Context: an optimization exercise on an open-source flow, tuned for small area, a short achievable clock period and few clock cycles per item. The choices shown serve that exercise and are no tape-out recipe. Where RTL was checked, it was by simulation tests only, not by an equivalence proof against the original. The RTL of run 6 was laid out without a check of its function. No activity file was given, so power comes from the tool's default toggle rates.

$ cat flow/flow/run.sh
#!/bin/bash
# Standard layout, with the port buffers made from buf_2 cells instead of
# the slow delay-buffer cells buffer_ports picks on its own.
set -euo pipefail
export BUFFER_PORTS_ARGS="-buffer_cell sky130_fd_sc_hd__buf_2"
bash standard.sh > standard.log 2>&1
$ cat flow/constraint.sdc
create_clock -name core_clock -period 5.0 [get_ports {clk}]
set_input_delay 1.0000 -clock core_clock [delete_from_list [all_inputs] [get_ports {clk}]]
set_output_delay 1.0000 -clock core_clock [all_outputs]
set_load 0.01 [all_outputs]
$ cat flow/standard.sh
#!/bin/bash
# synth_recipe.tcl (not shown) runs the flow's synth.tcl, then flattens the netlist and writes it again
# the make line also repeats each setting of config.mk as NAME=value (left out here)
make -C /OpenROAD-flow-scripts/flow DESIGN_CONFIG=/design/flow/config.mk WORK_HOME=/design/flow/orfs CLKGATE_MAP_FILE= SYNTH_SCRIPT=/design/flow/synth_recipe.tcl "${@:-finish}"
$ cat flow/config.mk
export PLATFORM = sky130hd
export DESIGN_NAME = div_avalon
export DESIGN_NICKNAME = div_avalon
export VERILOG_FILES = /design/flow/design.v
export SDC_FILE = /design/flow/constraint.sdc
export NUM_CORES = 4
export LEC_CHECK = 0
export CAP_MARGIN = 20
export CORE_MARGIN = 2
export CORE_UTILIZATION = 60
export CTS_BUF_LIST = sky130_fd_sc_hd__clkbuf_4 sky130_fd_sc_hd__clkbuf_8
export SETUP_SLACK_MARGIN = 1.1
export SLEW_MARGIN = 20
$ cat flow/design.v
module div
	#(
		parameter W=32
	 )
	(
		input wire clk, reset, str_trg,
		input wire [W-1:0] dvsr, dvnd,
		input wire [5:0] cd, ca,
		output wire ready,
		output reg done_trg,
		output wire [W-1:0] quo, rmd
	);
	reg        busy_reg;
	reg [4:0]  n_reg;
	reg [W-1:0] r_reg, q_reg, d_reg;
	wire       dz = cd[5];
	wire [5:0] p  = cd - ca;
	wire       imm = dz | (ca > cd);
	reg [W-1:0] G, P, Gn, Pn;
	integer i, s;
	always @*
	begin
		G = r_reg & ~d_reg;
		P = r_reg ^ ~d_reg;
		G[0] = G[0] | P[0];
		P[0] = 1'b0;
		for (s = 1; s < W; s = s * 2)
		begin
			Gn = G; Pn = P;
			for (i = 0; i < W; i = i + 1)
				if (i & s)
				begin
					Gn[i] = G[i] | (P[i] & G[(i & ~(s-1)) - 1]);
					Pn[i] = P[i] & P[(i & ~(s-1)) - 1];
				end
			G = Gn; P = Pn;
		end
	end
	wire [W-1:0] diff = r_reg ^ ~d_reg ^ {G[W-2:0], 1'b1};
	wire       ge = G[W-1];
	wire       last = (n_reg == 0);
	always @(posedge clk, posedge reset)
		if (reset)
			busy_reg <= 1'b0;
		else if (str_trg)
			busy_reg <= ~imm;
		else if (last)
			busy_reg <= 1'b0;
	always @(posedge clk)
	begin
		if (str_trg)
		begin
			n_reg <= p[4:0];
			d_reg <= dvsr << p[4:0];
		end
		else
		begin
			n_reg <= n_reg - 1'b1;
			d_reg <= d_reg >> 1;
		end
		if (str_trg)
			r_reg <= dvnd;
		else if (busy_reg & ge)
			r_reg <= diff;
		if (str_trg)
			q_reg <= {W{dz}};
		else if (busy_reg)
			q_reg <= {q_reg[W-2:0], ge};
	end
	always @*
		done_trg = str_trg ? imm : (busy_reg & last);
	assign ready = ~busy_reg;
	assign quo = q_reg;
	assign rmd = r_reg;
endmodule
module div_avalon
	#(
		parameter W     = 32,
				  CBIT  = 6
	 )
	(
		input wire clk, reset,
		input wire [2:0] div_address,
		input wire div_chipselect,
		input wire div_write,
		input wire [W-1:0] div_writedata,
		output wire [W-1:0] div_readdata,
		output wire div_irq,
		output wire div_rdy
	);
	wire div_start, div_ready, set_done_trg, clr_done_trg;
	reg [W-1:0] dvnd_reg, dvsr_reg;
	reg [5:0] ca_reg, cd_reg;
	reg done_trg_reg;
	wire [W-1:0] quo, rmd;
	wire wr_en, wr_dvnd, wr_dvsr;
	reg [5:0] wclz;
	integer i;
	always @*
	begin
		wclz = 6'd32;
		for (i = 0; i < W; i = i + 1)
			if (div_writedata[i]) wclz = 6'd31 - i[5:0];
	end
	div #(.W(32)) d1
		 ( .clk(clk), .reset(reset), .str_trg(div_start), .dvsr(dvsr_reg), .dvnd(dvnd_reg),
		   .cd(cd_reg), .ca(ca_reg),
		   .ready(div_ready), .done_trg(set_done_trg), .quo(quo), .rmd(rmd));
	always @(posedge clk)
	begin
		if (wr_dvnd)
		begin
			dvnd_reg <= div_writedata;
			ca_reg <= wclz;
		end
		if (wr_dvsr)
		begin
			dvsr_reg <= div_writedata;
			cd_reg <= wclz;
		end
	end
	always @(posedge clk, posedge reset)
		if (reset)
			done_trg_reg <= 1'b0;
		else if (set_done_trg)
			done_trg_reg <= 1'b1;
		else if (clr_done_trg)
			done_trg_reg <= 1'b0;
	assign wr_en = div_write & div_chipselect;
	assign wr_dvnd = (div_address == 3'h0) & wr_en;
	assign wr_dvsr = (div_address == 3'h1) & wr_en;
	assign div_start = (div_address == 3'h2) & wr_en & div_ready;
	assign clr_done_trg = (div_address == 3'h6) & wr_en;
	assign div_readdata = (div_address == 3'h3) ? quo :
						  (div_address == 3'h4) ? rmd :
						  {31'b0, (div_address == 3'h5) ? div_ready : done_trg_reg};
	assign div_rdy = div_ready;
	assign div_irq = done_trg_reg;
endmodule
==> summary.txt, run 1 <==
Clock network
  – Level count of the clock H-tree: 4
  – Clock network latency to the later pin of the worst-skew pair: 0.48 ns
  – Register clock-pin slew on the reported worst setup and hold paths: 0.10 ns
  – Library cell used as clock root buffer: sky130_fd_sc_hd__clkbuf_8
  – TritonCTS clock tree: done
  – Number of gates resized after CTS: 0
  – Number of buffers inserted during clock tree synthesis: 17
  – CTS hold repair buffers: 0
  – Clock sink count: 179
  – Post-CTS setup buffer count: 0
  – Max clock buf depth: 2

GRT
  – Total routing usage reported by global routing: 27.3%
  – Number of global-route vias before repair: 6961
  – Initial antenna violation count: 0
  – Largest net degree at the start of global routing: 91
  – First-pass GRT wire length: 36.8 mm
  – Total overflow reported by the global router: 0

Power
  – Total power per unit cell area: 313 mW/mm2
  – Static Leakage: 4.37 nW
  – VDD IR max: 0.262 mV

Final layout
  – Filler cell count: 1253
  – Finished Core Util: 68.3%
  – P&R area growth vs syn: 10.5%
  – Summed area of non-filler cells in the final layout: 0.0109 mm2
  – ANT cells: 0
  – Non-filler cells, final: 1187
  – Most common library cell in the layout ignoring fill and taps: sky130_fd_sc_hd__edfxtp_1
  – Post-layout nets: 1046
  – Layout cells sized above 1: 16.0%
  – Most used cells in the layout excluding fill and tap cells: sky130_fd_sc_hd__edfxtp_1, sky130_fd_sc_hd__nand2_1, sky130_fd_sc_hd__buf_2

Timing
  – Slew at the pin closest to its max-slew limit: 1.01 ns
  – Worst-case headroom to the max-slew limit: 32.7%
  – Fin worst setup slack: 1.39 ns
  – Max-slew violations: 0
  – Unrepaired setup endpoints after global routing: false
  – Period minus WS final: 3.61 ns
  – Worst setup skew after layout: 0.0206 ns
  – Maximum operating frequency: 277 MHz
  – Total negative slack: 0 ns
  – Share of the cycle needed by the critical path after routing: 72.2%
  – Final count of hold timing violations: 0
  – Final Setup Violations: 0

Synth
  – Async SR Flop Fraction: 1.12%
  – Number of distinct library cell variants in the gate-level netlist after synthesis: 63
  – Number of synthesized flops with an enable pin: 140
  – Synthesized instance count: 900
  – Post-Syn Nets: 988
  – Dominant register cell in the synthesized netlist: sky130_fd_sc_hd__edfxtp_1
  – Sequential fraction of the synthesis area: 50.7%
  – Average footprint of a synthesized cell: 10.9 um2
  – Synth area leaders: sky130_fd_sc_hd__edfxtp_1, sky130_fd_sc_hd__dfxtp_1, sky130_fd_sc_hd__ha_1
  – Area share of the largest cell type after synthesis: 42.7%
  – Netlist area before placement: 0.00985 mm2
  – Cell type with the highest aggregate area in the netlist: sky130_fd_sc_hd__edfxtp_1
  – Flip-flop and latch count after synthesis: 179
  – YS warnings: 2

Run status
  – Status: finished clean

Worst setup path
  – Worst Setup End Kind: flop
  – Type of the worst setup path: reg2reg
  – Required @ worst endpoint: 5.18 ns
  – Depth of the worst register-to-register path: 13
  – Crit path launch type: flop
  – Endpoint of the lowest-slack register-to-register path: d1.r_reg[15]$_DFFE_PP_
  – Largest fanout on the critical path: 22
  – Setup slack of the worst register-to-register path: 1.39 ns
  – R2r startpoint: d1.r_reg[0]$_DFFE_PP_
  – CP arrival: 3.79 ns

Route
  – Post-route ant nets: 0
  – Average vias per placed instance: 6.00
  – Detailed Route Iter0 Violations: 695
  – DR WL/cell: 19.3 um
  – Pre-antenna DRT Iters: 5
  – Post-detailed-routing wire length: 22.9 mm
  – Total number of vias: 7124
  – DRC violations left: 0

Floorplanning
  – Die area: 0.0175 mm2
  – Die height: 132 um
  – Initial cell density of the core: 61.8%
  – Rows: 46
  – Die Width: 132 um
  – IO Count: 73
  – Placeable Area: 0.0159 mm2

Job
  – Number of max-cap violations: 0

Place
  – Detail Placement HPWL: 17.4 mm
  – Post-placement cell area: 0.0105 mm2
  – Pre-CTS setup slack: 1.13 ns
  – Routability-driven placement congestion ratio: 0.923
  – Total placed cells including tap cells: 1155
  – Port bufs: 72

Worst hold path
  – Class of the most critical hold timing path: in2async
## cell type report
| class | count | area (um2) | share of cell area, % |
|---|---|---|---|
| clock buffer | 18 | 241 | 2.22 |
| clock inverter | 14 | 165 | 1.52 |
| inverter | 66 | 248 | 2.28 |
| multi-input combinational | 609 | 4490 | 41.3 |
| sequential | 179 | 4990 | 45.9 |
| tap | 216 | 270 | 2.48 |
| timing repair buffer | 85 | 470 | 4.32 |
## cell families (layout without fill, tap and decap cells)
logic type               after synthesis  count (layout)  synth area share (%)
AO/OA/AOI/OAI                        267             267                  18.2
XOR/XNOR                              31              31                  2.76
adder cells (fa/ha/maj)               49              49                  6.68
buffers and inverters                112             183                  4.51
flip-flops                           179             179                  50.7
multiplexers                          66              66                  8.03
AND/OR/NAND/NOR                      196             196                  9.10
## stage by stage
step | hold WS [ns] | power (W)
after floorplan | 0.425 | 0.00225
after global routing | 0.337 | 0.00356
after global placement | 0.444 | 0.00240
after detailed placement | 0.449 | 0.00242
final | 0.352 | 0.00340
after CTS | 0.324 | 0.00341
## worst max-delay path by stage
stage	from	to	slack (ns)	cells past startpoint
after floorplan	div_address[0]	ca_reg[0]$_DFFE_PP_	1.15	2
after global placement	d1.r_reg[0]$_DFFE_PP_	d1.r_reg[23]$_DFFE_PP_	1.18	13
after detailed placement	d1.r_reg[0]$_DFFE_PP_	d1.r_reg[23]$_DFFE_PP_	1.13	13
after CTS	d1.r_reg[0]$_DFFE_PP_	d1.r_reg[19]$_DFFE_PP_	1.10	13
after global routing	cd_reg[0]$_DFFE_PP_	d1.d_reg[25]$_DFF_P_	1.15	11
final	d1.r_reg[0]$_DFFE_PP_	d1.r_reg[15]$_DFFE_PP_	1.39	13
## critical path: stages, from the launching register on
cell                       delay, ns
sky130_fd_sc_hd__edfxtp_1       0.37
sky130_fd_sc_hd__inv_1          0.05
sky130_fd_sc_hd__ha_1           0.18
sky130_fd_sc_hd__fa_1           0.41
sky130_fd_sc_hd__nand2b_1       0.18
sky130_fd_sc_hd__a21oi_1        0.21
sky130_fd_sc_hd__o41a_4         0.18
sky130_fd_sc_hd__a311o_2        0.24
sky130_fd_sc_hd__a21oi_1        0.12
sky130_fd_sc_hd__a311oi_2       0.35
sky130_fd_sc_hd__nand4_1        0.16
sky130_fd_sc_hd__and3b_1        0.24
sky130_fd_sc_hd__a21boi_4       0.38
sky130_fd_sc_hd__buf_12         0.23
## synthesized netlist by cell type, drive strengths merged (4+ instances only)
library cell  number
o21ai             60
nand2             73
xor2              12
clkbuf            37
o31ai              9
fa                 6
and2               4
nand2b             6
edfxtp           140
a21o              41
mux2               4
a22oi              4
a21oi             56
a22o              32
nor2              57
o21bai             4
mux4              10
mux2i             52
xnor2             19
a31oi              5
buf                9
nor3              10
nand3             10
o22ai              5
o211ai             4
a211oi            30
dfxtp             37
ha                43
inv               66
nor4               8
nor2b             11
## layer usage
layer	vias to the layer above	track usage [%]	share of wire, %
li1	3433	-	-
met1	3429	39.4	46
met2	235	42.7	46
met3	27	5.46	6.7
met4	0	6.82	1.4
met5	-	0	0
## power breakdown
part	total, W	leakage (nW)	internal (W)	switching, W
Combinational	0.000656	2.59	0.000283	0.000374
Clock	0.00100	0.203	0.000425	0.000575
Sequential	0.00174	1.58	0.00170	0.0000434
Total	0.00340	4.37	0.00241	0.000992
Testbench counts, summed over its fixed seeds: cycles 24,255, items 2,048.
==> run 2, diff against run 1 <==
--- a/flow/config.mk
+++ b/flow/config.mk
@@ -8,6 +8,6 @@
 export CAP_MARGIN = 20
 export CORE_MARGIN = 2
-export CORE_UTILIZATION = 60
+export CORE_UTILIZATION = 50
 export CTS_BUF_LIST = sky130_fd_sc_hd__clkbuf_4 sky130_fd_sc_hd__clkbuf_8
-export SETUP_SLACK_MARGIN = 1.1
+export SETUP_SLACK_MARGIN = 1.6
 export SLEW_MARGIN = 20
==> summary.txt, run 2 <==
GRT
  – Total routing usage reported by global routing: 24.2%
  – Initial antenna violation count: 0
  – Number of global-route vias before repair: 6891
  – First-pass GRT wire length: 38.0 mm
  – Largest net degree at the start of global routing: 65
  – Total overflow reported by the global router: 0

Floorplanning
  – Die height: 144 um
  – Die Width: 144 um
  – IO Count: 73
  – Placeable Area: 0.0194 mm2
  – Initial cell density of the core: 50.8%
  – Die area: 0.0208 mm2
  – Rows: 51

Route
  – Post-detailed-routing wire length: 24.5 mm
  – Average vias per placed instance: 5.69
  – Pre-antenna DRT Iters: 7
  – Total met2 wirelength after detailed routing: 11.2 mm
  – Met3 routed wirelength: 1.02 mm
  – DR WL/cell: 19.7 um
  – DRC violations left: 0
  – DRT met1 WL: 11.9 mm
  – Post-route ant nets: 0
  – Detailed Route Iter0 Violations: 511
  – Topmost layer with routed signal wires: met4
  – Total number of vias: 7089

Timing
  – Maximum operating frequency: 301 MHz
  – Fin worst setup slack: 1.68 ns
  – Max-slew violations: 0
  – Share of the cycle needed by the critical path after routing: 66.5%
  – Unrepaired setup endpoints after global routing: true
  – Total negative slack: 0 ns
  – Worst setup skew after layout: 0.0167 ns
  – Slew at the pin closest to its max-slew limit: 0.716 ns
  – Worst-case headroom to the max-slew limit: 51.8%
  – Final count of hold timing violations: 0
  – Final Setup Violations: 0
  – Period minus WS final: 3.32 ns
  – Worst Hold Slack: 0.366 ns

Run status
  – Status: finished clean

Power
  – Total power per unit cell area: 321 mW/mm2
  – VDD IR max: 0.283 mV
  – Static Leakage: 4.44 nW
  – Overall Power: 0.00356 W

Worst setup path
  – Worst Setup End Kind: flop
  – First element of the critical path: d1.r_reg[0]$_DFFE_PP_
  – Required @ worst endpoint: 5.18 ns
  – Endpoint of the lowest-slack register-to-register path: d1.r_reg[17]$_DFFE_PP_
  – Number of logic stages on the critical path including buffering: 13
  – Crit path launch type: flop
  – Type of the worst setup path: reg2reg
  – Largest fanout on the critical path: 4
  – Setup slack of the worst register-to-register path: 1.68 ns
  – Worst-path cell with the longest stage delay: sky130_fd_sc_hd__a311o_2
  – Kind of cell adding the most delay to the critical path: compound AO/OA/AOI/OAI gates
  – CP arrival: 3.50 ns
  – Buf+Inv Stages, Crit Path: 2
  – Depth of the worst register-to-register path: 13
  – Ordered cell list for the critical path: inv_1, ha_2, fa_2, nand2b_4, a21oi_1, o41a_4, a311o_2, a211o_1, a21oi_4, inv_1, fa_2, xnor2_1, o21ai_0
  – Max stage delay on crit path: 0.44 ns
  – Termination of the worst setup path: d1.r_reg[17]$_DFFE_PP_
  – R2r startpoint: d1.r_reg[0]$_DFFE_PP_

Synth
  – Flip-flop and latch count after synthesis: 179
  – Library cell with the highest instance count after synthesis: sky130_fd_sc_hd__edfxtp_1
  – Synthesized instance count: 900
  – Async SR Flop Fraction: 1.12%
  – Commonest cells in the netlist: sky130_fd_sc_hd__edfxtp_1, sky130_fd_sc_hd__nand2_1, sky130_fd_sc_hd__inv_1, sky130_fd_sc_hd__o21ai_0, sky130_fd_sc_hd__nor2_1
  – Cell type with the highest aggregate area in the netlist: sky130_fd_sc_hd__edfxtp_1
  – Number of distinct library cell variants in the gate-level netlist after synthesis: 63
  – Sequential fraction of the synthesis area: 50.7%
  – Average footprint of a synthesized cell: 10.9 um2
  – Number of synthesized flops with an enable pin: 140
  – YS warnings: 2
  – Netlist area before placement: 0.00985 mm2
  – Dominant register cell in the synthesized netlist: sky130_fd_sc_hd__edfxtp_1
  – Area share of the largest cell type after synthesis: 42.7%
  – Synth area leaders: sky130_fd_sc_hd__edfxtp_1, sky130_fd_sc_hd__dfxtp_1, sky130_fd_sc_hd__ha_1
  – Post-Syn Nets: 988

Final layout
  – Most used cells in the layout excluding fill and tap cells: sky130_fd_sc_hd__edfxtp_1, sky130_fd_sc_hd__nand2_1, sky130_fd_sc_hd__buf_2
  – Post-layout nets: 1055
  – Non-filler cells, final: 1245
  – Layout cells sized above 1: 17.0%
  – Most common library cell in the layout ignoring fill and taps: sky130_fd_sc_hd__edfxtp_1
  – ANT cells: 0
  – P&R area growth vs syn: 12.6%

Clock network
  – Max clock buf depth: 2
  – Clock network latency to the later pin of the worst-skew pair: 0.46 ns
  – Library cell used as clock root buffer: sky130_fd_sc_hd__clkbuf_8
  – Number of buffers inserted during clock tree synthesis: 17
  – Level count of the clock H-tree: 4
  – CTS hold repair buffers: 0
  – TritonCTS clock tree: done
  – Register clock-pin slew on the reported worst setup and hold paths: 0.10 ns
  – Clock sink count: 179

Worst hold path
  – Class of the most critical hold timing path: in2async

Job
  – Number of max-cap violations: 0

Place
  – Detail Placement HPWL: 18.5 mm
  – Pre-CTS setup slack: 1.37 ns
  – Routability-driven placement congestion ratio: 0.873
  – Total placed cells including tap cells: 1207
  – Port bufs: 72
[run 2: cell count changes in the layout (fill, tap and decap cells not counted), sizes merged]
cell,change
clkbuf,-1
clkinvlp,+1
clkinv,-2
inv,-2
bufinv,+4
buf,+9
[run 2: worst min-delay path by stage]
stage | start | slack (ns) | depth (start not counted) | to
after floorplan | d1.d_reg[5]$_DFF_P_ | 0.43 | 2 | d1.d_reg[4]$_DFF_P_
after detailed placement | d1.d_reg[7]$_DFF_P_ | 0.45 | 2 | d1.d_reg[6]$_DFF_P_
after global routing | reset | 0.35 | 2 | done_trg_reg$_DFFE_PP0P_
final | reset | 0.37 | 2 | done_trg_reg$_DFFE_PP0P_
after CTS | reset | 0.34 | 2 | done_trg_reg$_DFFE_PP0P_
after global placement | d1.d_reg[7]$_DFF_P_ | 0.45 | 2 | d1.d_reg[6]$_DFF_P_
[run 2: report_power, final]
part | total, W | switching (W) | internal, W
logic | 0.000680 | 0.000384 | 0.000296
registers | 0.00175 | 0.0000441 | 0.00170
clock network | 0.00113 | 0.000532 | 0.000599
[run 2: layout make-up]
cell class,count,area (um2)
fillers,1706,8310
flip-flops and latches,179,4990
multi-input cells,609,4520
repair buffers,94,542
well taps,265,332
inverters,66,248
clock buffers,17,234
clock inverters,15,225
[run 2: timing repair]
action                     CTS  global route
pin swaps                    3             4
setup endpoints to repair   34            41
setup buffers                4             2
resized for setup            5             6
[run 2: logic make-up after synthesis]
| family | after synthesis | share of synthesized area (%) |
|---|---|---|
| muxes | 66 | 8.03 |
| buffers and inverters | 112 | 4.51 |
| DFF | 179 | 50.7 |
| adders and majority gates | 49 | 6.68 |
| xor gates and xnor gates | 31 | 2.76 |
| and+or+nand+nor | 196 | 9.10 |
| AOI/OAI and AO/OA | 267 | 18.2 |
[run 2: worst reg2reg max path: stages (launching register included)]
cell and delay, ns:
sky130_fd_sc_hd__edfxtp_1 0.39, sky130_fd_sc_hd__inv_1 0.07, sky130_fd_sc_hd__ha_2 0.19, sky130_fd_sc_hd__fa_2 0.21, sky130_fd_sc_hd__nand2b_4 0.13, sky130_fd_sc_hd__a21oi_1 0.08, sky130_fd_sc_hd__o41a_4 0.39, sky130_fd_sc_hd__a311o_2 0.44
sky130_fd_sc_hd__a211o_1 0.36, sky130_fd_sc_hd__a21oi_4 0.17, sky130_fd_sc_hd__inv_1 0.08, sky130_fd_sc_hd__fa_2 0.33, sky130_fd_sc_hd__xnor2_1 0.12, sky130_fd_sc_hd__o21ai_0 0.08
[run 2: per-stage QoR]
step	utilization (%)	cell area, um2
final	57.2	11100
after CTS	57.0	11000
after global routing	57.2	11100
after floorplan	-	9890
after detailed placement	54.4	10500
after global placement	54.4	10500
[run 2: metal layers]
layer / track usage (%) / up-vias
met5: 0 / -
met4: 5.98 / 0
met3: 4.24 / 16
met2: 37.2 / 180
met1: 35.9 / 3443
li1: - / 3450
==> run 3, diff against run 2 <==
--- a/flow/config.mk
+++ b/flow/config.mk
@@ -8,5 +8,5 @@
 export CAP_MARGIN = 20
 export CORE_MARGIN = 2
-export CORE_UTILIZATION = 50
+export CORE_UTILIZATION = 60
 export CTS_BUF_LIST = sky130_fd_sc_hd__clkbuf_4 sky130_fd_sc_hd__clkbuf_8
 export SETUP_SLACK_MARGIN = 1.6
==> summary.txt, run 3 <==
Run status
  – Status: finished clean

Floorplanning
  – Die Width: 132 um
  – Die area: 0.0175 mm2
  – IO Count: 73
  – Rows: 46
  – Placeable Area: 0.0159 mm2
  – Die height: 132 um
  – Initial cell density of the core: 61.8%

Place
  – Post-placement cell area: 0.0105 mm2
  – Routability-driven placement congestion ratio: 0.917
  – Detail Placement HPWL: 17.6 mm
  – Port bufs: 72

Power
  – Fraction of power spent switching nets: 27.4%
  – Total power per unit cell area: 311 mW/mm2
  – Clock network fraction of total power: 29.0%
  – VDD IR max: 0.255 mV
  – Static Leakage: 4.43 nW
  – Internal: 0.00249 W
  – Switching pwr: 0.000937 W
  – Fraction of power consumed by combinational cells: 20.0%
  – Share of total power in sequential cells: 51.0%

Timing
  – Unrepaired setup endpoints after global routing: true
  – Total negative slack: 0 ns
  – Worst-case headroom to the max-slew limit: 36.3%
  – Final Setup Violations: 0
  – Maximum operating frequency: 304 MHz
  – Final count of hold timing violations: 0
  – Max-slew violations: 0
  – Share of the cycle needed by the critical path after routing: 65.7%
  – Period minus WS final: 3.29 ns
  – Worst setup skew after layout: 0.0172 ns
  – Slew at the pin closest to its max-slew limit: 0.955 ns

Worst setup path
  – Worst-path cell with the longest stage delay: sky130_fd_sc_hd__a311o_2
  – Required @ worst endpoint: 5.19 ns
  – Setup slack of the worst register-to-register path: 1.71 ns
  – Worst Setup End Kind: flop
  – Crit path launch type: flop
  – Endpoint of the lowest-slack register-to-register path: d1.r_reg[17]$_DFFE_PP_
  – Ordered cell list for the critical path: inv_2, ha_2, fa_2, nand2b_4, a21oi_2, o41a_4, a311o_2, a211o_1, a21oi_4, inv_2, fa_2, xnor2_1, o21ai_1
  – Depth of the worst register-to-register path: 13
  – Type of the worst setup path: reg2reg
  – Max stage delay on crit path: 0.46 ns
  – CP arrival: 3.48 ns
  – R2r startpoint: d1.r_reg[0]$_DFFE_PP_
  – Largest fanout on the critical path: 5

Final layout
  – Summed area of non-filler cells in the final layout: 0.0110 mm2
  – P&R area growth vs syn: 11.8%
  – Most common library cell in the layout ignoring fill and taps: sky130_fd_sc_hd__edfxtp_1
  – Most used cells in the layout excluding fill and tap cells: sky130_fd_sc_hd__edfxtp_1, sky130_fd_sc_hd__nand2_1, sky130_fd_sc_hd__buf_2
  – Layout cells sized above 1: 17.8%
  – Post-layout nets: 1059
  – ANT cells: 0

GRT
  – Initial antenna violation count: 0
  – Total routing usage reported by global routing: 27.9%
  – Number of global-route vias before repair: 7103
  – First-pass GRT wire length: 37.9 mm
  – Total overflow reported by the global router: 0
  – Largest net degree at the start of global routing: 65

Clock network
  – Clock sink count: 179
  – Register clock-pin slew on the reported worst setup and hold paths: 0.09 ns
  – Level count of the clock H-tree: 4
  – Max clock buf depth: 2
  – Library cell used as clock root buffer: sky130_fd_sc_hd__clkbuf_8
  – Clock network latency to the later pin of the worst-skew pair: 0.46 ns
  – Number of buffers inserted during clock tree synthesis: 17
  – TritonCTS clock tree: done

Synth
  – Netlist area before placement: 0.00985 mm2
  – Number of synthesized flops with an enable pin: 140
  – Dominant register cell in the synthesized netlist: sky130_fd_sc_hd__edfxtp_1
  – Sequential fraction of the synthesis area: 50.7%
  – Xor-xnor portion of the synthesized cell area: 2.76%
  – Main combinational cell family by area after synthesis: compound AO/OA/AOI/OAI gates
  – Number of distinct library cell variants in the gate-level netlist after synthesis: 63
  – Flip-flop and latch count after synthesis: 179
  – Multiplexer area fraction after synthesis: 8.03%
  – Synth Area in Compound Gates: 18.2%
  – Library cell with the highest instance count after synthesis: sky130_fd_sc_hd__edfxtp_1
  – Adder-cell share of the synthesized area: 6.68%
  – Area share of the largest cell type after synthesis: 42.7%
  – Synthesized instance count: 900
  – Synthesized-area fraction occupied by and/or/nand/nor cells: 9.10%
  – Commonest cells in the netlist: sky130_fd_sc_hd__edfxtp_1, sky130_fd_sc_hd__nand2_1, sky130_fd_sc_hd__inv_1, sky130_fd_sc_hd__o21ai_0, sky130_fd_sc_hd__nor2_1
  – Synth area leaders: sky130_fd_sc_hd__edfxtp_1, sky130_fd_sc_hd__dfxtp_1, sky130_fd_sc_hd__ha_1
  – Async SR Flop Fraction: 1.12%
  – Post-Syn Nets: 988
  – Average footprint of a synthesized cell: 10.9 um2
  – Cell type with the highest aggregate area in the netlist: sky130_fd_sc_hd__edfxtp_1
  – YS warnings: 2

Route
  – DRC violations left: 0
  – Detailed Route Iter0 Violations: 593
  – Average vias per placed instance: 5.96
  – Pre-antenna DRT Iters: 5
  – DR WL/cell: 19.7 um
  – Post-route ant nets: 0
  – Post-detailed-routing wire length: 23.7 mm
  – Total number of vias: 7156

Job
  – Number of max-cap violations: 0

Worst hold path
  – Class of the most critical hold timing path: in2async
==> run 3: cell counts after synthesis <==
Identical to the previous run, type by type.
==> run 3: power groups by stage <==
stage | Clock [W] | Combinational [W] | Sequential (W)
2_1_floorplan | 0 | 0.000484 | 0.00177
3_3_place_gp | 0 | 0.000624 | 0.00177
3_5_place_dp | 0 | 0.000646 | 0.00178
6_report | 0.000994 | 0.000683 | 0.00175
4_1_cts | 0.00101 | 0.000653 | 0.00174
5_1_grt | 0.00108 | 0.000756 | 0.00175
==> run 3: per-layer routing <==
layer	track usage, %	vias to the layer above	share of wire (%)
met5	0	-	0
met4	5.13	0	1.0
met3	5.61	28	6.4
met2	44.2	245	47
met1	40.7	3414	46
li1	-	3469	-
==> run 3: area by class of cell <==
cell class	count	area [um2]
clock buffer	21	277
clock inverter	11	126
inverter	66	248
timing repair buffer	98	574
multi-input combinational	609	4520
sequential	179	4990
tap	216	270
fill	1206	4940
==> run 3: worst max path at each step <==
stage	start	to	slack, ns	cells after the start
2_1_floorplan	d1.r_reg[0]$_DFFE_PP_	d1.r_reg[0]$_DFFE_PP_	1.60	12
3_3_place_gp	d1.r_reg[0]$_DFFE_PP_	d1.r_reg[3]$_DFFE_PP_	1.32	13
4_1_cts	cd_reg[0]$_DFFE_PP_	d1.d_reg[27]$_DFF_P_	1.60	9
5_1_grt	cd_reg[0]$_DFFE_PP_	d1.d_reg[22]$_DFF_P_	1.57	9
3_5_place_dp	d1.r_reg[0]$_DFFE_PP_	d1.r_reg[0]$_DFFE_PP_	1.18	13
6_report	d1.r_reg[0]$_DFFE_PP_	d1.r_reg[17]$_DFFE_PP_	1.71	13
==> run 3: cells by family (layout without fill, tap and decap cells) <==
group	Yosys count	in the layout
muxes	66	66
AOI/OAI and AO/OA	267	267
buffers and inverters	112	196
DFF	179	179
and+or+nand+nor	196	196
xor gates and xnor gates	31	31
adders and majority gates	49	49
==> run 3: timing repair <==
action / in CTS / in global routing
setup endpoints to repair: 40 / 53
hold buffers: 0 / 0
pin swaps: 3 / 6
setup buffers: 2 / 9
cloned: 0 / 0
resized for setup: 3 / 9
hold endpoints to repair: 0 / 0
==> run 3: per-stage QoR <==
| stage | util (%) | cells | total power, W | setup slack [ns] | hold WS, ns |
|---|---|---|---|---|---|
| global route | 69.0 | 1200 | 0.00359 | 1.57 | 0.352 |
| finish | 69.0 | 1200 | 0.00342 | 1.71 | 0.386 |
| floorplan | - | 900 | 0.00225 | 1.60 | 0.425 |
| CTS | 68.4 | 1191 | 0.00340 | 1.60 | 0.367 |
| detailed placement | 65.7 | 1157 | 0.00243 | 1.18 | 0.448 |
| global placement | 65.7 | 1157 | 0.00240 | 1.32 | 0.447 |
==> run 3: worst max-delay path, delay by kind of cell, from the launching register on <==
kind	cells	cell delay, ns
simple gates	1	0.12
flops	1	0.40
xor+xnor	1	0.16
buf+inv	2	0.13
compound gates	6	1.48
fa+ha+maj	3	0.71
==> run 4, diff against run 3 <==
--- a/flow/config.mk
+++ b/flow/config.mk
@@ -10,4 +10,6 @@
 export CORE_UTILIZATION = 60
 export CTS_BUF_LIST = sky130_fd_sc_hd__clkbuf_4 sky130_fd_sc_hd__clkbuf_8
+export CTS_CLUSTER_DIAMETER = 60
+export CTS_CLUSTER_SIZE = 30
 export SETUP_SLACK_MARGIN = 1.6
 export SLEW_MARGIN = 20
==> summary.txt, run 4 <==
Run status
  – Status: finished clean

Clock network
  – Clock sink count: 179
  – TritonCTS clock tree: done
  – Level count of the clock H-tree: 4
  – Library cell used as clock root buffer: sky130_fd_sc_hd__clkbuf_8
  – Clock network latency to the later pin of the worst-skew pair: 0.46 ns
  – Max clock buf depth: 2
  – Number of buffers inserted during clock tree synthesis: 17
  – CTS hold repair buffers: 0
  – Register clock-pin slew on the reported worst setup and hold paths: 0.09 ns

Synth
  – Dominant register cell in the synthesized netlist: sky130_fd_sc_hd__edfxtp_1
  – Synth area leaders: sky130_fd_sc_hd__edfxtp_1, sky130_fd_sc_hd__dfxtp_1, sky130_fd_sc_hd__ha_1
  – Area share of the largest cell type after synthesis: 42.7%
  – YS warnings: 2
  – Cell type with the highest aggregate area in the netlist: sky130_fd_sc_hd__edfxtp_1
  – Sequential fraction of the synthesis area: 50.7%
  – Flip-flop and latch count after synthesis: 179
  – Post-Syn Nets: 988
  – Netlist area before placement: 0.00985 mm2
  – Library cell with the highest instance count after synthesis: sky130_fd_sc_hd__edfxtp_1
  – Average footprint of a synthesized cell: 10.9 um2
  – Commonest cells in the netlist: sky130_fd_sc_hd__edfxtp_1, sky130_fd_sc_hd__nand2_1, sky130_fd_sc_hd__inv_1, sky130_fd_sc_hd__o21ai_0, sky130_fd_sc_hd__nor2_1
  – Number of distinct library cell variants in the gate-level netlist after synthesis: 63
  – Async SR Flop Fraction: 1.12%
  – Number of synthesized flops with an enable pin: 140
  – Synthesized instance count: 900

Worst setup path
  – Largest fanout on the critical path: 5
  – Max stage delay on crit path: 0.46 ns
  – Kind of cell adding the most delay to the critical path: compound AO/OA/AOI/OAI gates
  – Worst-path cell with the longest stage delay: sky130_fd_sc_hd__a311o_2
  – R2r startpoint: d1.r_reg[0]$_DFFE_PP_
  – CP arrival: 3.48 ns
  – Buf+Inv Stages, Crit Path: 2
  – Setup slack of the worst register-to-register path: 1.71 ns
  – First element of the critical path: d1.r_reg[0]$_DFFE_PP_
  – Worst Setup End Kind: flop
  – Type of the worst setup path: reg2reg
  – Depth of the worst register-to-register path: 13
  – Crit path launch type: flop
  – Required @ worst endpoint: 5.19 ns
  – Endpoint of the lowest-slack register-to-register path: d1.r_reg[17]$_DFFE_PP_
  – Ordered cell list for the critical path: inv_2, ha_2, fa_2, nand2b_4, a21oi_2, o41a_4, a311o_2, a211o_1, a21oi_4, inv_2, fa_2, xnor2_1, o21ai_1

Power
  – Total power per unit cell area: 311 mW/mm2
  – VDD IR max: 0.255 mV
  – Static Leakage: 4.43 nW

Timing
  – Worst-case headroom to the max-slew limit: 36.3%
  – Final count of hold timing violations: 0
  – Final Setup Violations: 0
  – Share of the cycle needed by the critical path after routing: 65.7%
  – Maximum operating frequency: 304 MHz
  – Total negative slack: 0 ns
  – Unrepaired setup endpoints after global routing: true
  – Fin worst setup slack: 1.71 ns
  – Slew at the pin closest to its max-slew limit: 0.955 ns
  – Period minus WS final: 3.29 ns
  – Worst setup skew after layout: 0.0172 ns
  – Max-slew violations: 0

Worst hold path
  – Class of the most critical hold timing path: in2async

Floorplanning
  – Die Width: 132 um
  – Placeable Area: 0.0159 mm2
  – IO Count: 73
  – Initial cell density of the core: 61.8%
  – Die height: 132 um
  – Rows: 46
  – Die area: 0.0175 mm2

Route
  – Detailed Route Iter0 Violations: 593
  – Average vias per placed instance: 5.96
  – Post-detailed-routing wire length: 23.7 mm
  – DR WL/cell: 19.7 um
  – DRC violations left: 0
  – Pre-antenna DRT Iters: 5
  – Total number of vias: 7156
  – Post-route ant nets: 0

GRT
  – First-pass GRT wire length: 37.9 mm
  – Initial antenna violation count: 0
  – Largest net degree at the start of global routing: 65
  – Total routing usage reported by global routing: 27.9%
  – Total overflow reported by the global router: 0
  – Number of global-route vias before repair: 7103

Place
  – Routability-driven placement congestion ratio: 0.917
  – Pre-CTS setup slack: 1.18 ns
  – Detail Placement HPWL: 17.6 mm
  – Port bufs: 72

Job
  – Number of max-cap violations: 0

Final layout
  – Most common library cell in the layout ignoring fill and taps: sky130_fd_sc_hd__edfxtp_1
  – P&R area growth vs syn: 11.8%
  – ANT cells: 0
  – Post-layout nets: 1059
  – Layout cells sized above 1: 17.8%
  – Most used cells in the layout excluding fill and tap cells: sky130_fd_sc_hd__edfxtp_1, sky130_fd_sc_hd__nand2_1, sky130_fd_sc_hd__buf_2
run 4: cell counts after synthesis:
No cell type changed its count.
run 4: worst max-delay path by stage:
stage | to | slack [ns] | cells after the start
after floorplan | d1.r_reg[0]$_DFFE_PP_ | 1.60 | 12
after global routing | d1.d_reg[22]$_DFF_P_ | 1.57 | 9
after detailed placement | d1.r_reg[0]$_DFFE_PP_ | 1.18 | 13
final | d1.r_reg[17]$_DFFE_PP_ | 1.71 | 13
after CTS | d1.d_reg[27]$_DFF_P_ | 1.60 | 9
after global placement | d1.r_reg[3]$_DFFE_PP_ | 1.32 | 13
run 4: cell type report:
cell class	count	area, um2
repair buffers	98	574
clock buffers	21	277
clock inverters	11	126
fillers	1206	4940
inverters	66	248
multi-input cells	609	4520
well taps	216	270
flip-flops and latches	179	4990
run 4: routing by layer:
metal | up-vias | GRT usage (%) | wire length, um
met4 | 0 | 5.13 | 247
met2 | 245 | 44.2 | 11100
met1 | 3414 | 40.7 | 10800
met3 | 28 | 5.61 | 1530
met5 | - | 0 | 0
li1 | 3469 | - | -
run 4: cell families after synthesis:
group                    synth area share [%]
XOR/XNOR                                 2.76
flip-flops                               50.7
AND/OR/NAND/NOR                          9.10
AO/OA/AOI/OAI                            18.2
multiplexers                             8.03
adder cells (fa/ha/maj)                  6.68
buffers and inverters                    4.51
run 4: worst reg2reg max path: stages (launching register included):
cell and delay, ns:
sky130_fd_sc_hd__edfxtp_1 0.40, sky130_fd_sc_hd__inv_2 0.07, sky130_fd_sc_hd__ha_2 0.17, sky130_fd_sc_hd__fa_2 0.20
sky130_fd_sc_hd__nand2b_4 0.12, sky130_fd_sc_hd__a21oi_2 0.06, sky130_fd_sc_hd__o41a_4 0.39, sky130_fd_sc_hd__a311o_2 0.46
sky130_fd_sc_hd__a211o_1 0.33, sky130_fd_sc_hd__a21oi_4 0.18, sky130_fd_sc_hd__inv_2 0.06, sky130_fd_sc_hd__fa_2 0.34
sky130_fd_sc_hd__xnor2_1 0.16, sky130_fd_sc_hd__o21ai_1 0.07
run 4: power by group:
| part | internal, W | switching, W |
|---|---|---|
| clock network | 0.000483 | 0.000511 |
| registers | 0.00170 | 0.0000445 |
| logic | 0.000302 | 0.000381 |
run 4: through the flow:
stage	power, W	cell area (um2)	std cells	util [%]	hold WS [ns]
after floorplan	0.00225	9890	900	-	0.425
after global placement	0.00240	10500	1157	65.7	0.447
after detailed placement	0.00243	10500	1157	65.7	0.448
after CTS	0.00340	10900	1191	68.4	0.367
after global routing	0.00359	11000	1200	69.0	0.352
final	0.00342	11000	1200	69.0	0.386
run 4: timing repair:
| item | 4_1_cts | 5_1_grt |
|---|---|---|
| hold endpoints to repair | 0 | 0 |
| gates resized for setup | 3 | 9 |
| buffers inserted | 2 | 9 |
| pin swaps | 3 | 6 |
| endpoints found under the setup margin | 40 | 53 |
==> run 5, diff against run 4 <==
==> flow/flow/run.sh (replaced) <==
#!/bin/bash
# Standard layout, with the port buffers made from buf_1 cells instead of
# the slow delay-buffer cells buffer_ports picks on its own.
set -euo pipefail
export BUFFER_PORTS_ARGS="-buffer_cell sky130_fd_sc_hd__buf_1"
bash standard.sh > standard.log 2>&1
--- a/flow/config.mk
+++ b/flow/config.mk
@@ -10,6 +10,4 @@
 export CORE_UTILIZATION = 60
 export CTS_BUF_LIST = sky130_fd_sc_hd__clkbuf_4 sky130_fd_sc_hd__clkbuf_8
-export CTS_CLUSTER_DIAMETER = 60
-export CTS_CLUSTER_SIZE = 30
 export SETUP_SLACK_MARGIN = 1.6
 export SLEW_MARGIN = 20
==> summary.txt, run 5 <==
Synth
  – Library cell with the highest instance count after synthesis: sky130_fd_sc_hd__edfxtp_1
  – Average footprint of a synthesized cell: 10.9 um2
  – Synth area leaders: sky130_fd_sc_hd__edfxtp_1, sky130_fd_sc_hd__dfxtp_1, sky130_fd_sc_hd__ha_1
  – Number of synthesized flops with an enable pin: 140
  – Area share of the largest cell type after synthesis: 42.7%
  – Sequential fraction of the synthesis area: 50.7%
  – Dominant register cell in the synthesized netlist: sky130_fd_sc_hd__edfxtp_1
  – Async SR Flop Fraction: 1.12%
  – Cell type with the highest aggregate area in the netlist: sky130_fd_sc_hd__edfxtp_1
  – Netlist area before placement: 0.00985 mm2
  – Synthesized instance count: 900
  – Flip-flop and latch count after synthesis: 179
  – Commonest cells in the netlist: sky130_fd_sc_hd__edfxtp_1, sky130_fd_sc_hd__nand2_1, sky130_fd_sc_hd__inv_1, sky130_fd_sc_hd__o21ai_0, sky130_fd_sc_hd__nor2_1
  – YS warnings: 2
  – Post-Syn Nets: 988
  – Number of distinct library cell variants in the gate-level netlist after synthesis: 63

Route
  – DR WL/cell: 20.2 um
  – DRT met1 WL: 11.2 mm
  – Met3 routed wirelength: 1.38 mm
  – Pre-antenna DRT Iters: 5
  – Post-route ant nets: 0
  – Detailed Route Iter0 Violations: 645
  – DRC violations left: 0
  – Total number of vias: 7332
  – Average vias per placed instance: 6.09
  – Topmost layer with routed signal wires: met4
  – Total met2 wirelength after detailed routing: 11.4 mm
  – Post-detailed-routing wire length: 24.3 mm

Floorplanning
  – Die Width: 132 um
  – Die area: 0.0175 mm2
  – Placeable Area: 0.0159 mm2
  – IO Count: 73
  – Die height: 132 um
  – Initial cell density of the core: 61.8%
  – Rows: 46

Timing
  – Max-slew violations: 0
  – Unrepaired setup endpoints after global routing: true
  – Period minus WS final: 3.39 ns
  – Total negative slack: 0 ns
  – Final Setup Violations: 0
  – Maximum operating frequency: 295 MHz
  – Slew at the pin closest to its max-slew limit: 0.975 ns
  – Share of the cycle needed by the critical path after routing: 67.8%
  – Final count of hold timing violations: 0
  – Worst setup skew after layout: 0.0172 ns
  – Worst-case headroom to the max-slew limit: 35.0%

Worst setup path
  – Type of the worst setup path: reg2reg
  – Depth of the worst register-to-register path: 14
  – R2r startpoint: d1.r_reg[0]$_DFFE_PP_
  – Setup slack of the worst register-to-register path: 1.61 ns
  – Largest fanout on the critical path: 6
  – Crit path launch type: flop
  – Endpoint of the lowest-slack register-to-register path: d1.r_reg[31]$_DFFE_PP_
  – Required @ worst endpoint: 5.17 ns
  – CP arrival: 3.57 ns
  – Worst Setup End Kind: flop

Final layout
  – Layout cells sized above 1: 10.9%
  – Most common library cell in the layout ignoring fill and taps: sky130_fd_sc_hd__edfxtp_1
  – Summed area of non-filler cells in the final layout: 0.0110 mm2
  – Most used cells in the layout excluding fill and tap cells: sky130_fd_sc_hd__edfxtp_1, sky130_fd_sc_hd__nand2_1, sky130_fd_sc_hd__buf_1
  – P&R area growth vs syn: 11.9%
  – ANT cells: 0
  – Post-layout nets: 1063

Place
  – Routability-driven placement congestion ratio: 0.880
  – Post-placement cell area: 0.0104 mm2
  – Detail Placement HPWL: 18.0 mm
  – Port bufs: 72

Clock network
  – Library cell used as clock root buffer: sky130_fd_sc_hd__clkbuf_8
  – Number of buffers inserted during clock tree synthesis: 17
  – Clock sink count: 179
  – Max clock buf depth: 2
  – TritonCTS clock tree: done
  – Clock network latency to the later pin of the worst-skew pair: 0.46 ns
  – Register clock-pin slew on the reported worst setup and hold paths: 0.10 ns
  – Level count of the clock H-tree: 4

GRT
  – Total overflow reported by the global router: 0
  – Total routing usage reported by global routing: 28.1%
  – Initial antenna violation count: 0
  – Number of global-route vias before repair: 7051
  – First-pass GRT wire length: 37.9 mm
  – Largest net degree at the start of global routing: 49

Power
  – Static Leakage: 4.26 nW
  – VDD IR max: 0.246 mV
  – Total power per unit cell area: 314 mW/mm2

Worst hold path
  – Class of the most critical hold timing path: in2async

Run status
  – Status: finished clean

Job
  – Number of max-cap violations: 0
==> run 5: cell counts after synthesis <==
Identical to the previous run, type by type.
==> run 5: area by class of cell <==
class,count,area [um2]
Inverter,66,248
Tap cell,216,270
Clock inverter,15,181
Fill cell,1235,4920
Clock buffer,17,234
Sequential cell,179,4990
Timing Repair Buffer,101,553
Multi-Input combinational cell,610,4540
==> run 5: critical path, cell delays in order (launching register included) <==
cell	delay, ns
sky130_fd_sc_hd__edfxtp_1	0.37
sky130_fd_sc_hd__inv_1	0.05
sky130_fd_sc_hd__ha_1	0.19
sky130_fd_sc_hd__fa_2	0.35
sky130_fd_sc_hd__nand2b_4	0.15
sky130_fd_sc_hd__a21oi_2	0.15
sky130_fd_sc_hd__o41a_4	0.17
sky130_fd_sc_hd__a311o_2	0.22
sky130_fd_sc_hd__a21oi_1	0.11
sky130_fd_sc_hd__a311oi_2	0.40
sky130_fd_sc_hd__nand4_1	0.18
sky130_fd_sc_hd__and3b_2	0.29
sky130_fd_sc_hd__buf_4	0.16
sky130_fd_sc_hd__a21boi_4	0.16
sky130_fd_sc_hd__buf_6	0.16
==> run 5: kinds of logic after synthesis <==
| logic type | Yosys count | synth area share [%] |
|---|---|---|
| compound gates | 267 | 18.2 |
| xor+xnor | 31 | 2.76 |
| fa+ha+maj | 49 | 6.68 |
| buf+inv | 112 | 4.51 |
| flops | 179 | 50.7 |
| mux | 66 | 8.03 |
| simple gates | 196 | 9.10 |
==> run 5: metal layers <==
metal  GRT usage (%)  vias to the layer above
met1            40.2                     3579
met2            44.7                      259
met5               0                        -
met4            7.49                        0
met3            5.19                       26
li1                -                     3468
==> run 5: power breakdown <==
part	leakage [nW]	switching [W]	internal (W)
sequential	1.58	0.0000428	0.00170
clock	0.212	0.000568	0.000470
combinational	2.47	0.000386	0.000291
==> run 5: worst max path at each step <==
stage | from | to | cells past startpoint
floorplan | d1.r_reg[0]$_DFFE_PP_ | d1.r_reg[0]$_DFFE_PP_ | 12
global placement | d1.r_reg[0]$_DFFE_PP_ | d1.r_reg[0]$_DFFE_PP_ | 13
detailed placement | d1.r_reg[0]$_DFFE_PP_ | d1.r_reg[0]$_DFFE_PP_ | 13
CTS | d1.r_reg[0]$_DFFE_PP_ | d1.r_reg[8]$_DFFE_PP_ | 13
global route | d1.r_reg[0]$_DFFE_PP_ | d1.r_reg[31]$_DFFE_PP_ | 14
finish | d1.r_reg[0]$_DFFE_PP_ | d1.r_reg[31]$_DFFE_PP_ | 14
==> run 5: what timing repair did <==
action | 4_1_cts | 5_1_grt
hold buffers | 0 | 0
cloned | 2 | 1
pin swaps | 4 | 7
endpoints found under the setup margin | 39 | 84
buffers inserted | 4 | 8
resized for setup | 9 | 9
==> run 5: stage by stage <==
stage | utilization [%] | hold WS, ns | power [W] | worst slack, ns | instances
after CTS | 68.3 | 0.321 | 0.00345 | 1.59 | 1195
final | 69.1 | 0.349 | 0.00346 | 1.61 | 1204
after detailed placement | 65.2 | 0.457 | 0.00242 | 1.06 | 1157
after floorplan | - | 0.425 | 0.00225 | 1.60 | 900
after global routing | 69.1 | 0.332 | 0.00361 | 1.54 | 1204
after global placement | 65.2 | 0.447 | 0.00239 | 1.20 | 1157
==> run 6, diff against run 5 <==
--- a/flow/design.v
+++ b/flow/design.v
@@ -17,26 +17,6 @@
 	wire [5:0] p  = cd - ca;
 	wire       imm = dz | (ca > cd);
-	reg [W-1:0] G, P, Gn, Pn;
-	integer i, s;
-	always @*
-	begin
-		G = r_reg & ~d_reg;
-		P = r_reg ^ ~d_reg;
-		G[0] = G[0] | P[0];
-		P[0] = 1'b0;
-		for (s = 1; s < W; s = s * 2)
-		begin
-			Gn = G; Pn = P;
-			for (i = 0; i < W; i = i + 1)
-				if (i & s)
-				begin
-					Gn[i] = G[i] | (P[i] & G[(i & ~(s-1)) - 1]);
-					Pn[i] = P[i] & P[(i & ~(s-1)) - 1];
-				end
-			G = Gn; P = Pn;
-		end
-	end
-	wire [W-1:0] diff = r_reg ^ ~d_reg ^ {G[W-2:0], 1'b1};
-	wire       ge = G[W-1];
+	wire [W:0] diff = {1'b0, r_reg} - {1'b0, d_reg};
+	wire       ge = ~diff[W];
 	wire       last = (n_reg == 0);
 	always @(posedge clk, posedge reset)
@@ -62,5 +42,5 @@
 			r_reg <= dvnd;
 		else if (busy_reg & ge)
-			r_reg <= diff;
+			r_reg <= diff[W-1:0];
 		if (str_trg)
 			q_reg <= {W{dz}};
==> flow/flow/run.sh (replaced) <==
#!/bin/bash
# Standard layout, with the port buffers made from buf_2 cells instead of
# the slow delay-buffer cells buffer_ports picks on its own.
set -euo pipefail
export BUFFER_PORTS_ARGS="-buffer_cell sky130_fd_sc_hd__buf_2"
bash standard.sh > standard.log 2>&1
==> summary.txt, run 6 <==
Worst setup path
  – R2r startpoint: d1.r_reg[0]$_DFFE_PP_
  – Setup slack of the worst register-to-register path: 1.71 ns
  – Type of the worst setup path: reg2reg
  – Ordered cell list for the critical path: inv_1, ha_1, fa_2, nor2b_2, o31a_1, o2111ai_2, o211ai_1, a21oi_2, o21ai_2, o311ai_1, o2bb2ai_2, a21boi_4, buf_4, buf_16
  – Worst-path cell with the longest stage delay: sky130_fd_sc_hd__fa_2
  – Endpoint of the lowest-slack register-to-register path: d1.r_reg[28]$_DFFE_PP_
  – Largest fanout on the critical path: 16
  – Max stage delay on crit path: 0.41 ns
  – Depth of the worst register-to-register path: 14
  – Required @ worst endpoint: 5.18 ns
  – Buf+Inv Stages, Crit Path: 3
  – Worst Setup End Kind: flop
  – CP arrival: 3.47 ns
  – Kind of cell adding the most delay to the critical path: compound AO/OA/AOI/OAI gates
  – Crit path launch type: flop

Power
  – VDD IR max: 0.178 mV
  – Total power per unit cell area: 317 mW/mm2
  – Static Leakage: 4.55 nW

Synth
  – Synthesized instance count: 974
  – Synth area leaders: sky130_fd_sc_hd__edfxtp_1, sky130_fd_sc_hd__dfxtp_1, sky130_fd_sc_hd__ha_1
  – Sequential fraction of the synthesis area: 49.7%
  – YS warnings: 2
  – Async SR Flop Fraction: 1.12%
  – Library cell with the highest instance count after synthesis: sky130_fd_sc_hd__edfxtp_1
  – Number of synthesized flops with an enable pin: 140
  – Area share of the largest cell type after synthesis: 41.9%
  – Number of distinct library cell variants in the gate-level netlist after synthesis: 62
  – Flip-flop and latch count after synthesis: 179
  – Cell type with the highest aggregate area in the netlist: sky130_fd_sc_hd__edfxtp_1
  – Dominant register cell in the synthesized netlist: sky130_fd_sc_hd__edfxtp_1
  – Netlist area before placement: 0.0100 mm2
  – Commonest cells in the netlist: sky130_fd_sc_hd__edfxtp_1, sky130_fd_sc_hd__nand2_1, sky130_fd_sc_hd__nor2_1, sky130_fd_sc_hd__a21oi_1, sky130_fd_sc_hd__o21ai_0
  – Average footprint of a synthesized cell: 10.3 um2
  – Post-Syn Nets: 1059

Route
  – Detailed Route Iter0 Violations: 641
  – DR WL/cell: 19.0 um
  – DRC violations left: 0
  – Post-detailed-routing wire length: 24.3 mm
  – Total number of vias: 7767
  – Pre-antenna DRT Iters: 5
  – Average vias per placed instance: 6.07
  – Post-route ant nets: 0

Timing
  – Final count of hold timing violations: 0
  – Total negative slack: 0 ns
  – Share of the cycle needed by the critical path after routing: 65.8%
  – Maximum operating frequency: 304 MHz
  – Final Setup Violations: 0
  – Unrepaired setup endpoints after global routing: false
  – Fin worst setup slack: 1.71 ns
  – Worst-case headroom to the max-slew limit: 47.2%
  – Slew at the pin closest to its max-slew limit: 0.791 ns
  – Worst setup skew after layout: 0.00870 ns
  – Period minus WS final: 3.29 ns
  – Max-slew violations: 0

Floorplanning
  – Die Width: 133 um
  – IO Count: 73
  – Die area: 0.0178 mm2
  – Rows: 47
  – Initial cell density of the core: 61.0%
  – Die height: 133 um
  – Placeable Area: 0.0165 mm2

Final layout
  – Most common library cell in the layout ignoring fill and taps: sky130_fd_sc_hd__edfxtp_1
  – Post-layout nets: 1132
  – Summed area of non-filler cells in the final layout: 0.0113 mm2
  – P&R area growth vs syn: 12.6%
  – Filler cell count: 1309
  – Area taken by multi-input logic gates: 0.00475 mm2
  – Most used cells in the layout excluding fill and tap cells: sky130_fd_sc_hd__edfxtp_1, sky130_fd_sc_hd__nand2_1, sky130_fd_sc_hd__nor2_1, sky130_fd_sc_hd__a21oi_1, sky130_fd_sc_hd__buf_2
  – Area taken by flip-flops and latches: 0.00499 mm2
  – Layout cells sized above 1: 16.2%
  – Finished Core Util: 68.7%
  – ANT cells: 0

Clock network
  – Max clock buf depth: 2
  – Level count of the clock H-tree: 4
  – Number of buffers inserted during clock tree synthesis: 17
  – Register clock-pin slew on the reported worst setup and hold paths: 0.09 ns
  – Library cell used as clock root buffer: sky130_fd_sc_hd__clkbuf_8
  – Clock network latency to the later pin of the worst-skew pair: 0.46 ns
  – Clock sink count: 179
  – TritonCTS clock tree: done

Place
  – Routability-driven placement congestion ratio: 0.917
  – Pre-CTS setup slack: 1.28 ns
  – Post-placement cell area: 0.0107 mm2
  – Port bufs: 72
  – Detail Placement HPWL: 17.3 mm

GRT
  – Number of global-route vias before repair: 7202
  – Total routing usage reported by global routing: 27.9%
  – First-pass GRT wire length: 38.4 mm
  – Largest net degree at the start of global routing: 71
  – Initial antenna violation count: 0
  – Total overflow reported by the global router: 0

Run status
  – Status: finished clean

Job
  – Number of max-cap violations: 0

Worst hold path
  – Class of the most critical hold timing path: in2async
## run 6: changes by cell type after synthesis, moves of 5 or more
cell                       delta
sky130_fd_sc_hd__nor2_1      +28
sky130_fd_sc_hd__nor2b_1      -5
sky130_fd_sc_hd__mux4_2       -8
sky130_fd_sc_hd__mux2_2       +7
sky130_fd_sc_hd__mux2i_1     -11
sky130_fd_sc_hd__nand2_1     +14
sky130_fd_sc_hd__a221o_1      +6
sky130_fd_sc_hd__nand2b_1     +8
sky130_fd_sc_hd__a21oi_1     +27
sky130_fd_sc_hd__o21ai_0      +7
sky130_fd_sc_hd__inv_1        -5
## run 6: worst max path at each step
stage | start | to | cells after the start
after floorplan | d1.r_reg[0]$_DFFE_PP_ | d1.r_reg[0]$_DFFE_PP_ | 12
after global placement | d1.r_reg[0]$_DFFE_PP_ | d1.r_reg[0]$_DFFE_PP_ | 13
after detailed placement | d1.r_reg[0]$_DFFE_PP_ | d1.r_reg[2]$_DFFE_PP_ | 13
after CTS | d1.r_reg[0]$_DFFE_PP_ | d1.r_reg[29]$_DFFE_PP_ | 14
after global routing | d1.r_reg[0]$_DFFE_PP_ | d1.r_reg[22]$_DFFE_PP_ | 14
final | d1.r_reg[0]$_DFFE_PP_ | d1.r_reg[28]$_DFFE_PP_ | 14
## run 6: layout make-up
cell class,count,share of cell area (%)
timing repair buffer,98,5.42
clock inverter,15,1.79
tap,220,2.43
clock buffer,17,2.07
sequential,179,44.2
multi-input combinational,689,42.0
inverter,61,2.06
timing repair inverter,1,0.0664
## run 6: worst register-to-register path, stage by stage (launching register included)
cell and delay [ns]:
sky130_fd_sc_hd__edfxtp_1 0.35, sky130_fd_sc_hd__inv_1 0.05, sky130_fd_sc_hd__ha_1 0.20, sky130_fd_sc_hd__fa_2 0.41
sky130_fd_sc_hd__nor2b_2 0.13, sky130_fd_sc_hd__o31a_1 0.23, sky130_fd_sc_hd__o2111ai_2 0.16, sky130_fd_sc_hd__o211ai_1 0.37
sky130_fd_sc_hd__a21oi_2 0.14, sky130_fd_sc_hd__o21ai_2 0.20, sky130_fd_sc_hd__o311ai_1 0.12, sky130_fd_sc_hd__o2bb2ai_2 0.16
sky130_fd_sc_hd__a21boi_4 0.17, sky130_fd_sc_hd__buf_4 0.16, sky130_fd_sc_hd__buf_16 0.16
## run 6: what timing repair did
item / in CTS / in global routing
pin swaps: 3 / 6
endpoints found under the hold margin: 0 / 0
resized for setup: 7 / 6
endpoints found under the setup margin: 32 / 46
hold buffers: 0 / 0
cloned: 2 / 1
setup buffers: 3 / 5
## run 6: cells by family after synthesis
family,count (synthesis),share of synthesized area [%]
buffers and inverters,106,4.29
muxes,54,5.77
DFF,179,49.7
and+or+nand+nor,242,10.9
adders and majority gates,46,5.88
xor gates and xnor gates,35,3.05
AOI/OAI and AO/OA,312,20.4
## run 6: metrics by stage
stage	total power (W)	instances	hold WS, ns
floorplan	0.00230	974	0.424
global placement	0.00248	1237	0.442
detailed placement	0.00249	1237	0.440
CTS	0.00358	1274	0.355
global route	0.00374	1280	0.365
finish	0.00358	1280	0.375
## run 6: per-layer routing
| layer | share of wire [%] | wire [um] | GRT usage, % |
|---|---|---|---|
| met1 | 47 | 11500 | 41.9 |
| met5 | 0 | 0 | 0 |
| met4 | 1.8 | 439 | 7.86 |
| met3 | 6.1 | 1480 | 3.73 |
| met2 | 45 | 10900 | 42.8 |
## run 6: where the power goes
group | total [W] | internal [W] | switching [W]
combinational | 0.000747 | 0.000321 | 0.000426
sequential | 0.00174 | 0.00170 | 0.0000431
clock | 0.00109 | 0.000549 | 0.000540
total | 0.00358 | 0.00257 | 0.00101
==> run 7, diff against run 6 <==
--- a/flow/design.v
+++ b/flow/design.v
@@ -17,6 +17,32 @@
 	wire [5:0] p  = cd - ca;
 	wire       imm = dz | (ca > cd);
-	wire [W:0] diff = {1'b0, r_reg} - {1'b0, d_reg};
-	wire       ge = ~diff[W];
+	wire [W-1:0] g0 = r_reg & ~d_reg;
+	wire [W-1:0] p0 = r_reg ^ ~d_reg;
+	reg [W-1:0] G, P, Gn, Pn;
+	integer i, s;
+	always @*
+	begin
+		G = g0; P = p0;
+		G[0] = r_reg[0] | ~d_reg[0];
+		P[0] = 1'b0;
+		for (s = 1; s < W; s = s * 2)
+		begin
+			Gn = G; Pn = P;
+			for (i = 0; i < W; i = i + 1)
+				if (i & s)
+				begin
+					if (i == 1)
+						Gn[i] = g0[1] | (p0[1] & g0[0]) | (p0[1] & p0[0]);
+					else if (i == s)
+						Gn[i] = g0[i] | (p0[i] & g0[i-1]) | (p0[i] & p0[i-1] & G[i-2]);
+					else
+						Gn[i] = G[i] | (P[i] & G[(i & ~(s-1)) - 1]);
+					Pn[i] = P[i] & P[(i & ~(s-1)) - 1];
+				end
+			G = Gn; P = Pn;
+		end
+	end
+	wire [W-1:0] diff = p0 ^ {G[W-2:0], 1'b1};
+	wire       ge = G[W-1];
 	wire       last = (n_reg == 0);
 	always @(posedge clk, posedge reset)
@@ -42,5 +68,5 @@
 			r_reg <= dvnd;
 		else if (busy_reg & ge)
-			r_reg <= diff[W-1:0];
+			r_reg <= diff;
 		if (str_trg)
 			q_reg <= {W{dz}};
==> summary.txt, run 7 <==
Run status
  – Status: finished clean

Clock network
  – Register clock-pin slew on the reported worst setup and hold paths: 0.09 ns
  – Number of buffers inserted during clock tree synthesis: 17
  – CTS hold repair buffers: 0
  – Clock sink count: 179
  – Clock network latency to the later pin of the worst-skew pair: 0.47 ns
  – Max clock buf depth: 2
  – Library cell used as clock root buffer: sky130_fd_sc_hd__clkbuf_8
  – TritonCTS clock tree: done
  – Level count of the clock H-tree: 4

Synth
  – Dominant register cell in the synthesized netlist: sky130_fd_sc_hd__edfxtp_1
  – Sequential fraction of the synthesis area: 50.1%
  – Synth area leaders: sky130_fd_sc_hd__edfxtp_1, sky130_fd_sc_hd__dfxtp_1, sky130_fd_sc_hd__ha_1
  – Post-Syn Nets: 982
  – Commonest cells in the netlist: sky130_fd_sc_hd__edfxtp_1, sky130_fd_sc_hd__nand2_1, sky130_fd_sc_hd__inv_1, sky130_fd_sc_hd__nor2_1, sky130_fd_sc_hd__a21oi_1
  – Number of synthesized flops with an enable pin: 140
  – Netlist area before placement: 0.00997 mm2
  – Cell type with the highest aggregate area in the netlist: sky130_fd_sc_hd__edfxtp_1
  – Library cell with the highest instance count after synthesis: sky130_fd_sc_hd__edfxtp_1
  – Synthesized instance count: 897
  – Average footprint of a synthesized cell: 11.1 um2
  – Async SR Flop Fraction: 1.12%
  – Flip-flop and latch count after synthesis: 179
  – Area share of the largest cell type after synthesis: 42.2%
  – YS warnings: 2
  – Number of distinct library cell variants in the gate-level netlist after synthesis: 59

Route
  – Total number of vias: 7229
  – DRC violations left: 0
  – Pre-antenna DRT Iters: 5
  – Post-route ant nets: 0
  – Detailed Route Iter0 Violations: 712
  – Average vias per placed instance: 6.04
  – Post-detailed-routing wire length: 23.2 mm
  – DR WL/cell: 19.4 um

Worst setup path
  – Ordered cell list for the critical path: ha_1, o211ai_2, a21oi_2, o2111a_2, o211a_4, o21ai_2, a31oi_2, o21a_1, o31a_1, buf_8
  – Max stage delay on crit path: 0.48 ns
  – Required @ worst endpoint: 5.16 ns
  – Type of the worst setup path: reg2reg
  – Crit path launch type: flop
  – CP arrival: 3.44 ns
  – Worst Setup End Kind: flop
  – Largest fanout on the critical path: 27
  – Worst-path cell with the longest stage delay: sky130_fd_sc_hd__edfxtp_1

Power
  – Clock network fraction of total power: 30.6%
  – Total power per unit cell area: 329 mW/mm2
  – Static Leakage: 4.49 nW
  – Fraction of power consumed by combinational cells: 20.9%
  – Fraction of power spent switching nets: 28.6%
  – Switching pwr: 0.00105 W
  – Share of total power in sequential cells: 48.6%
  – VDD IR max: 0.169 mV
  – Internal: 0.00261 W

Floorplanning
  – Die Width: 133 um
  – Rows: 47
  – Die area: 0.0177 mm2
  – Initial cell density of the core: 60.8%
  – Placeable Area: 0.0164 mm2
  – Die height: 133 um
  – IO Count: 73

GRT
  – Busiest layer in global routing: met2
  – First-pass GRT wire length: 36.9 mm
  – Total overflow reported by the global router: 0
  – Initial antenna violation count: 0
  – Met3 Resource Use GR: 4.41%
  – Number of global-route vias before repair: 6971
  – Met1 usage: 38.6%
  – Global routing met2 resource utilization: 43.2%
  – Largest net degree at the start of global routing: 56
  – Total routing usage reported by global routing: 27.0%

Timing
  – Worst-case headroom to the max-slew limit: 46.2%
  – Fin worst setup slack: 1.72 ns
  – Share of the cycle needed by the critical path after routing: 65.6%
  – Worst setup skew after layout: 0.0119 ns
  – Slew at the pin closest to its max-slew limit: 0.804 ns
  – Total negative slack: 0 ns
  – Period minus WS final: 3.28 ns
  – Final count of hold timing violations: 0
  – Max-slew violations: 0
  – Maximum operating frequency: 305 MHz
  – Final Setup Violations: 0
  – Unrepaired setup endpoints after global routing: false

Final layout
  – Post-layout nets: 1049
  – Layout cells sized above 1: 17.9%
  – Summed area of non-filler cells in the final layout: 0.0111 mm2
  – ANT cells: 0
  – Most used cells in the layout excluding fill and tap cells: sky130_fd_sc_hd__edfxtp_1, sky130_fd_sc_hd__buf_2, sky130_fd_sc_hd__nand2_1
  – Most common library cell in the layout ignoring fill and taps: sky130_fd_sc_hd__edfxtp_1
  – P&R area growth vs syn: 11.6%
  – Filler cell count: 1266

Place
  – Port bufs: 72
  – Pre-CTS setup slack: 1.31 ns
  – Detail Placement HPWL: 17.4 mm
  – Post-placement cell area: 0.0106 mm2
  – Routability-driven placement congestion ratio: 0.901

Job
  – Number of max-cap violations: 0

Worst hold path
  – Class of the most critical hold timing path: in2async
[run 7: cell count changes in the layout (fill, tap and decap cells not counted), sizes merged, moves of 5 or more]
cell and change:
a21oi -20, a221o -6, buf -5, clkinv -5, inv +7, mux2 -9, mux4 +19, nand2 -19
nand2b -7, nor2 -24, nor2b +7, o21ai -13, o22ai -5
[run 7: critical path, delay by kind of cell (launching register included)]
kind | cells | cell delay [ns]
AO/OA/AOI/OAI | 8 | 1.77
adder cells (fa/ha/maj) | 1 | 0.42
buffers and inverters | 1 | 0.27
flip-flops | 1 | 0.48
[run 7: kinds of logic (layout without fill, tap and decap cells)]
| family | count (synthesis) | after routing | share of synthesized area, % |
|---|---|---|---|
| fa+ha+maj | 46 | 46 | 5.85 |
| flops | 179 | 179 | 50.1 |
| simple gates | 195 | 195 | 8.90 |
| buf+inv | 109 | 189 | 4.49 |
| xor+xnor | 31 | 31 | 2.72 |
| mux | 66 | 66 | 9.29 |
| compound gates | 271 | 271 | 18.6 |
[run 7: path summary, 6_finish.rpt]
check	end	slack, ns	cells past startpoint	startpoint
min in group core_clock	d1.d_reg[5]$_DFF_P_	0.48	2	d1.d_reg[6]$_DFF_P_
max in group asynchronous	done_trg_reg$_DFFE_PP0P_	4.52	2	reset
hold / removal	d1.busy_reg$_DFFE_PP0P_	0.37	2	reset
setup reg to reg	d1.r_reg[2]$_DFFE_PP_	1.72	10	d1.r_reg[2]$_DFFE_PP_
setup / recovery	d1.r_reg[2]$_DFFE_PP_	1.72	10	d1.r_reg[2]$_DFFE_PP_
hold reg to reg	d1.d_reg[5]$_DFF_P_	0.48	2	d1.d_reg[6]$_DFF_P_
[run 7: what timing repair did]
item                       4_1_cts  5_1_grt
buffers inserted                 0        7
setup endpoints to repair       62       74
pin swaps                        0        2
gates resized for setup          3        4
[run 7: routing by layer]
layer | up-vias | share of wire [%]
met3 | 33 | 5.6
li1 | 3472 | -
met5 | - | 0
met2 | 244 | 47
met4 | 0 | 1.8
met1 | 3480 | 45
[run 7: metrics by stage]
step	utilization, %	instances	hold WS, ns	total power, W
after floorplan	-	897	0.425	0.00236
after global placement	64.3	1158	0.450	0.00252
after detailed placement	64.3	1158	0.461	0.00255
after CTS	67.2	1190	0.347	0.00366
after global routing	67.8	1197	0.349	0.00383
final	67.8	1197	0.368	0.00366
[run 7: power by group through the flow]
stage / clock (W) / sequential, W / combinational [W]
after CTS: 0.00113 / 0.00178 / 0.000747
final: 0.00112 / 0.00178 / 0.000764
after detailed placement: 0 / 0.00181 / 0.000740
after global placement: 0 / 0.00181 / 0.000707
after global routing: 0.00120 / 0.00179 / 0.000847
after floorplan: 0 / 0.00179 / 0.000566
[run 7: layout make-up]
class                      count  area (um2)  share of cell area [%]
sequential                   179        4990                    44.9
tap                          220         275                    2.47
clock inverter                15         218                    1.96
clock buffer                  17         234                    2.10
multi-input combinational    609        4600                    41.4
inverter                      64         240                    2.16
timing repair buffer          93         559                    5.03
Testbench counts of run 7, summed over its fixed seeds: cycles 24,255, items 2,048.

Check on run 7: ideal ports give 1.722 ns setup slack; a clkbuf_16 on the clock port and buf_2 on the inputs give 1.722 ns; moving port delays by the midpoint clock arrival (0.508 ns) as well gives 1.711 ns.
